This is an optimization exercise on Yosys and OpenROAD, whose aim is small area, not a production implementation. Only simulation tests tie the RTL to the original design; equivalence was not proved. Power is estimated from default activity; no workload was simulated.

==> flow/design.v (excerpt) <==
module TopDesign
    (
    input logic clk,
    input logic rst,
    input logic [15:0] swIns,
    input logic [4:0] debouncer,
    output logic [15:0] insLed,
    output logic [6:0] seg,
    output logic dp,
    output logic [3:0] an
    );
Size in the first run: ~1200 cells after synthesis, ~330 flip-flops, ~51 I/O pins, ~14000 µm² of cells after synthesis.
==> flow/config.mk <==
export PLATFORM = sky130hd
export DESIGN_NAME = TopDesign
export DESIGN_NICKNAME = TopDesign
export VERILOG_FILES = /design/flow/design.v
export SDC_FILE = /design/flow/constraint.sdc
export NUM_CORES = 4
export LEC_CHECK = 0
export CAP_MARGIN = 20
export CORE_MARGIN = 2
export CORE_UTILIZATION = 65
export SLEW_MARGIN = 20
export SYNTH_HIERARCHICAL = 1
==> flow/constraint.sdc <==
create_clock -name core_clock -period 10.0 [get_ports {clk}]
set_input_delay 2.0000 -clock core_clock [delete_from_list [all_inputs] [get_ports {clk}]]
set_output_delay 2.0000 -clock core_clock [all_outputs]
set_load 0.01 [all_outputs]
standard.sh (not shown) runs the stock make flow with config.mk's settings and CLKGATE_MAP_FILE= SYNTH_SCRIPT=/design/flow/synth_recipe.tcl, a recipe that flattens the netlist after the stock synthesis.
==> flow/flow/run.sh <==
#!/bin/bash
# Layout flow: the standard flow (standard.sh) with these changes.
#  Synthesis: ORFS's synth.tcl with two edits, made here with sed:
#   - Yosys's extract_fa (half/full adder extraction) only runs on the
#     FullAdd module, so the rest of the logic is left to ABC;
#   - ABC uses flow/abc_area.script (area-oriented mapping) instead of
#     ORFS's speed script.
#   Everything else (synth_recipe.tcl's -nofsm -noshare, flatten and renames,
#   the register mapping) is unchanged, so the registers are the standard
#   synthesis's.
#  Placement: port buffers use the smallest buffer cell, buf_1.
#  CTS: clkbuf_4 clock buffers, leaf clusters of up to 10 sinks within
#   35 um, no dummy loads.
set -euo pipefail
W=$PWD
sed -e 's|^  extract_fa {\*}\[dont_use_extract_fa_args\]$|  extract_fa {*}[dont_use_extract_fa_args] FullAdd|' \
    -e 's|^  log_cmd abc {\*}\$abc_args$|  lset abc_args 1 '"$W"'/flow/abc_area.script\n  log_cmd abc {*}$abc_args|' \
    "$FLOW_HOME/scripts/synth.tcl" > own_synth.tcl
grep -q 'extract_fa {\*}\[dont_use_extract_fa_args\] FullAdd' own_synth.tcl
grep -q 'flow/abc_area.script' own_synth.tcl
sed -e "s|^source \$::env(SCRIPTS_DIR)/synth.tcl$|source $W/own_synth.tcl|" synth_recipe.tcl > own_synth_recipe.tcl
grep -q own_synth.tcl own_synth_recipe.tcl
sed -e "s|SYNTH_SCRIPT=[^ ]*|SYNTH_SCRIPT=$W/own_synth_recipe.tcl|" standard.sh > own_standard.sh
grep -q own_synth_recipe.tcl own_standard.sh
bash own_standard.sh \
  "BUFFER_PORTS_ARGS=-buffer_cell sky130_fd_sc_hd__buf_1" \
  "CTS_ARGS=-sink_clustering_enable -repair_clock_nets -dont_use_dummy_load -sink_clustering_size 10 -sink_clustering_max_diameter 35 -buf_list {sky130_fd_sc_hd__clkbuf_2 sky130_fd_sc_hd__clkbuf_4}" \
  finish > standard.log 2>&1
==> flow/flow/abc_area.script <==
&get -n
&st
&dch
&nf -R 1000
&st
&syn2
&dch
&nf -R 1000
&put
topo
stime -c
dnsize -c
The starting point passed the timing, design-rule and antenna checks.
Next try:
--- a/flow/flow/run.sh
+++ b/flow/flow/run.sh
@@ -27 +27 @@
-  "CTS_ARGS=-sink_clustering_enable -repair_clock_nets -dont_use_dummy_load -sink_clustering_size 10 -sink_clustering_max_diameter 35 -buf_list {sky130_fd_sc_hd__clkbuf_2 sky130_fd_sc_hd__clkbuf_4}" \
+  "CTS_ARGS=-sink_clustering_enable -repair_clock_nets -sink_clustering_size 10 -sink_clustering_max_diameter 35 -buf_list sky130_fd_sc_hd__clkbuf_4 -dont_use_dummy_load" \
GPL_ROUTABILITY_DRIVEN = 0   (was not set)
GPL_TIMING_DRIVEN = 0   (was not set)
After rerunning: The changed run produced a clean layout; area after synthesis stays the same; clock skew decreases by 62 ps; final cell count stays flat; global-route usage drops by 2.4 points.
Next try:
--- a/flow/flow/run.sh
+++ b/flow/flow/run.sh
@@ -27 +27 @@
-  "CTS_ARGS=-sink_clustering_enable -repair_clock_nets -sink_clustering_size 10 -sink_clustering_max_diameter 35 -buf_list sky130_fd_sc_hd__clkbuf_4 -dont_use_dummy_load" \
+  "CTS_ARGS=-sink_clustering_enable -repair_clock_nets -dont_use_dummy_load -sink_clustering_size 20 -sink_clustering_max_diameter 40 -buf_list sky130_fd_sc_hd__clkbuf_8" \
GPL_ROUTABILITY_DRIVEN = not set   (was 0)
GPL_TIMING_DRIVEN = not set   (was 0)
Outcome: Setup slack gets better by 240 ps; design area barely changes; power climbs by a few percent.
Next try:
--- a/flow/flow/run.sh
+++ b/flow/flow/run.sh
@@ -27 +27 @@
-  "CTS_ARGS=-sink_clustering_enable -repair_clock_nets -dont_use_dummy_load -sink_clustering_size 20 -sink_clustering_max_diameter 40 -buf_list sky130_fd_sc_hd__clkbuf_8" \
+  "CTS_ARGS=-sink_clustering_enable -repair_clock_nets -dont_use_dummy_load -sink_clustering_size 12 -sink_clustering_max_diameter 30 -buf_list sky130_fd_sc_hd__clkbuf_4" \
CORE_UTILIZATION = 80   (was 65)
What happened: Clock power fell by about a fifth. Wire length rose by a few percent. Clock skew stays flat. Register-to-register slack got worse by 140 ps. Setup slack got worse by 160 ps. Via count rose by a few percent. Synthesized area does not change. Hold slack improved by 24 ps. Total power fell by a few percent. Sequential share of layout area rose by 0.80 points. Clock-buffer cell count rose by 10.

* * *

## run 1
TopDesign again, from the RTL that the note above started with.
// TopDesign
module TopDesign
    (
    input logic clk,
    input logic rst,
    input logic [15:0] swIns,
    input logic [4:0] debouncer,
    output logic [15:0] insLed,
    output logic [6:0] seg,
    output logic dp,
    output logic [3:0] an
    );
    logic up, centre, left, right, down;
    Debouncer upButton    (clk, rst, debouncer[1], up);
    Debouncer centerButton(clk, rst, debouncer[0], centre);
    Debouncer rightButton (clk, rst, debouncer[3], right);
    Debouncer leftButton  (clk, rst, debouncer[2], left);
    Debouncer downButton  (clk, rst, debouncer[4], down);
    logic [4:0] pc;
    logic [3:0] memoryAddress;
    logic [15:0] ir;        
    logic irValid;          
    logic [2:0] op;
    logic clr, run, isStore, isLoad, isAdd, isBranch, stop;
    assign op = ir[15:13];
    assign clr = rst | up;
    assign run = irValid;
    assign isStore  = run & (op == 3'b000);
    assign isLoad   = run & (op == 3'b001);
    assign isAdd    = run & (op == 3'b010);
    assign isBranch = run & (op == 3'b101);
    assign stop     = run & (op == 3'b111);
    logic [7:0] regAN, regBN, memPN, memDN, regA, regB, memP, memD;
    assign regA = ~regAN;
    assign regB = ~regBN;
    assign memP = ~memPN;
    assign memD = ~memDN;
    logic [3:0] wAddr;
    logic [7:0] sum, sumN;
    ALU alu(regAN, regBN, sumN);
    assign sum = ~sumN;
    logic [7:0] wData;
    assign wAddr = (ir[12] | op[1]) ? ir[11:8] : ir[7:4];
    always_comb
        if (op[1])
            wData = sum;
        else if (ir[12])
            wData = ir[7:0];
        else if (op[0])
            wData = memP;
        else
            wData = regA;
    logic [127:0] regQ, memQ;
    logic [15:0] selA, selB, selD;
    logic [15:0] deR, deM;
    logic [7:0] dIn;
    assign dIn = wData & {8{~clr}};
  ...
export LEC_CHECK = 0
export CAP_MARGIN = 20
export CORE_MARGIN = 2
export CORE_UTILIZATION = 60
export SLEW_MARGIN = 20
export SYNTH_HIERARCHICAL = 1
create_clock -name core_clock -period 10.0 [get_ports {clk}]
==> flow/flow/run.sh <==
#!/bin/bash
# Layout flow: the standard flow (standard.sh) with these changes.
#  Synthesis: ORFS's synth.tcl with two edits, made here with sed:
#   - Yosys's extract_fa (half/full adder extraction) only runs on the
#     FullAdd module, so the rest of the logic is left to ABC;
#   - ABC uses flow/abc_area.script (area-oriented mapping) instead of
#     ORFS's speed script.
#   Everything else (synth_recipe.tcl's -nofsm -noshare, flatten and renames,
#   the register mapping) is unchanged, so the registers are the standard
#   synthesis's.
#  Placement: port buffers use the smallest buffer cell, buf_1.
#  CTS: clkbuf_4 clock buffers, leaf clusters of up to 10 sinks within
#   35 um, no dummy loads.
set -euo pipefail
W=$PWD
sed -e 's|^  extract_fa {\*}\[dont_use_extract_fa_args\]$|  extract_fa {*}[dont_use_extract_fa_args] FullAdd|' \
    -e 's|^  log_cmd abc {\*}\$abc_args$|  lset abc_args 1 '"$W"'/flow/abc_area.script\n  log_cmd abc {*}$abc_args|' \
    "$FLOW_HOME/scripts/synth.tcl" > own_synth.tcl
grep -q 'extract_fa {\*}\[dont_use_extract_fa_args\] FullAdd' own_synth.tcl
grep -q 'flow/abc_area.script' own_synth.tcl
sed -e "s|^source \$::env(SCRIPTS_DIR)/synth.tcl$|source $W/own_synth.tcl|" synth_recipe.tcl > own_synth_recipe.tcl
grep -q own_synth.tcl own_synth_recipe.tcl
sed -e "s|SYNTH_SCRIPT=[^ ]*|SYNTH_SCRIPT=$W/own_synth_recipe.tcl|" standard.sh > own_standard.sh
grep -q own_synth_recipe.tcl own_standard.sh
bash own_standard.sh \
  "BUFFER_PORTS_ARGS=-buffer_cell sky130_fd_sc_hd__buf_1" \
  "CTS_ARGS=-sink_clustering_enable -repair_clock_nets -dont_use_dummy_load -sink_clustering_size 10 -sink_clustering_max_diameter 35 -buf_list sky130_fd_sc_hd__clkbuf_4" \
  finish > standard.log 2>&1
Scripts as last shown in full above: flow/flow/abc_area.script
Changes in run 2 relative to run 1:
# run 1
export LEC_CHECK = 0
export CAP_MARGIN = 20
export CORE_MARGIN = 2
export CORE_UTILIZATION = 60
export SLEW_MARGIN = 20
export SYNTH_HIERARCHICAL = 1
create_clock -name core_clock -period 10.0 [get_ports {clk}]
# run 2
export LEC_CHECK = 0
export CAP_MARGIN = 20
export CORE_MARGIN = 2
export CORE_UTILIZATION = 65
export SLEW_MARGIN = 20
export SYNTH_HIERARCHICAL = 1
create_clock -name core_clock -period 10.0 [get_ports {clk}]
-- flow/flow/run.sh --
<<< run 1, line 27
  "CTS_ARGS=-sink_clustering_enable -repair_clock_nets -dont_use_dummy_load -sink_clustering_size 10 -sink_clustering_max_diameter 35 -buf_list sky130_fd_sc_hd__clkbuf_4" \
>>> run 2, line 27
  "CTS_ARGS=-sink_clustering_enable -repair_clock_nets -sink_clustering_size 10 -sink_clustering_max_diameter 35 -buf_list sky130_fd_sc_hd__clkbuf_4 -dont_use_dummy_load" \
==> comparison <==
The flow did not stop early for run 2: all stages ran, and the layout cleared the timing, design-rule and antenna checks. The area share of buffers outside the clock network was comparable across run 2 and run 1. Run 2 ended up with a lower count of plain and timing-repair buffers in the layout than run 1 did. [compare] base=run 1 new=run 2: arrival time at the worst endpoint increased 2.33 ns, detailed-router iteration count before antenna repair picked up an extra 2. Comparing run 2 against run 1, there is no change at all in synthesized-area fraction occupied by adder cells. Delta (run 2 minus run 1): core occupancy in the finished layout went up by 4.9 points, final cycle utilization of the critical path went up by 0.31 points, average wire length per cell after detail routing went down by 1.2%, final area went down by about 0.45%, number of clock buffer instances in the layout went down by 1.
Input changes introduced in run 3 (baseline for comparison: run 2):
# run 2
export LEC_CHECK = 0
export CAP_MARGIN = 20
export CORE_MARGIN = 2
export CORE_UTILIZATION = 65
export SLEW_MARGIN = 20
export SYNTH_HIERARCHICAL = 1
create_clock -name core_clock -period 10.0 [get_ports {clk}]
# run 3
export LEC_CHECK = 0
export CAP_MARGIN = 0
export CORE_MARGIN = 2
export CORE_UTILIZATION = 65
export SLEW_MARGIN = 0
export SYNTH_HIERARCHICAL = 1
create_clock -name core_clock -period 10.0 [get_ports {clk}]
==> comparison <==
- Run 3 and run 2 ended up with nearly the same design area.
- Taking run 2 as the reference, in run 3 sequential standard cell area held; worst setup slack shows a reduction of 0.33 ns.
- The average vias per placed instance of run 3 and that of run 2 are within noise of each other.
- Wire length of run 2 is on par with run 3.
> inputs changed (run 3 -> run 4)
# run 3
export LEC_CHECK = 0
export CAP_MARGIN = 0
export CORE_MARGIN = 2
export CORE_UTILIZATION = 65
export SLEW_MARGIN = 0
export SYNTH_HIERARCHICAL = 1
create_clock -name core_clock -period 10.0 [get_ports {clk}]
# run 4
export LEC_CHECK = 0
export CAP_MARGIN = 20
export CORE_MARGIN = 2
export CORE_UTILIZATION = 65
export SLEW_MARGIN = 20
export SYNTH_HIERARCHICAL = 1
create_clock -name core_clock -period 10.0 [get_ports {clk}]
-- flow/flow/run.sh --
<<< run 3, line 12
#  CTS: clkbuf_4 clock buffers, leaf clusters of up to 10 sinks within
#   35 um, no dummy loads.
>>> run 4, line 12
#  CTS: clkbuf_16 leaf clusters of up to 28 sinks, no dummy loads.
<<< run 3, line 27
  "CTS_ARGS=-sink_clustering_enable -repair_clock_nets -sink_clustering_size 10 -sink_clustering_max_diameter 35 -buf_list sky130_fd_sc_hd__clkbuf_4 -dont_use_dummy_load" \
>>> run 4, line 26
  "CTS_ARGS=-sink_clustering_enable -repair_clock_nets -dont_use_dummy_load -buf_list sky130_fd_sc_hd__clkbuf_4" \
Results
- Result for run 4 and run 3: all clean
- Between run 4 and run 3, global routing met2 resource utilization is higher for run 4, run 3 comes in under that.
- Diff run 3 -> run 4: final area saw an increase; global-route wire length before repair higher; non-clock buffer count was more or less identical; number of clock buffers in the layout saw an increase.

==> what the ideal ports hide <==
In the flow no input, the clock included, has a driving cell. The finished layouts below were timed again as built, in two steps. Step 1 sets driving cells, clkbuf_16 on the clock port and buf_2 on the other inputs (assumed; they add their load-dependent delay and slew). Step 2 adds t to the input delays and takes it off the output delays; t is the mean of the earliest and latest rising clock arrival at the registers after step 1. Input paths then give back, and output paths get back, about the clock's delay inside the block. a / b / c = ideal / step 1 / step 2; a / b = the first two.
run | t, ns | setup WS [ns] | worst register clock-pin slew, ns | worst slew at a driven data input, ns
the first run of note 1 | 0.678 | 3.724 / 3.724 / 3.724 | 0.11 / 0.11 | 0.04
the second run of note 1 | 0.684 | 3.519 / 3.519 / 3.519 | 0.11 / 0.11 | 0.03
the third run of note 1 | 0.566 | 3.754 / 3.754 / 3.754 | 0.11 / 0.11 | 0.04
the fourth run of note 1 | 0.676 | 3.592 / 3.553 / 3.611 | 0.12 / 0.12 | 0.04
run 1 | 0.711 | 3.754 / 3.712 / 3.832 | 0.11 / 0.11 | 0.04
run 2 | 0.678 | 3.724 / 3.724 / 3.724 | 0.11 / 0.11 | 0.04
run 3 | 0.676 | 3.392 / 3.392 / 3.392 | 0.11 / 0.11 | 0.04
run 4 | 0.693 | 3.765 / 3.765 / 3.765 | 0.07 / 0.07 | 0.04
After both steps setup and hold are still met in every run listed.
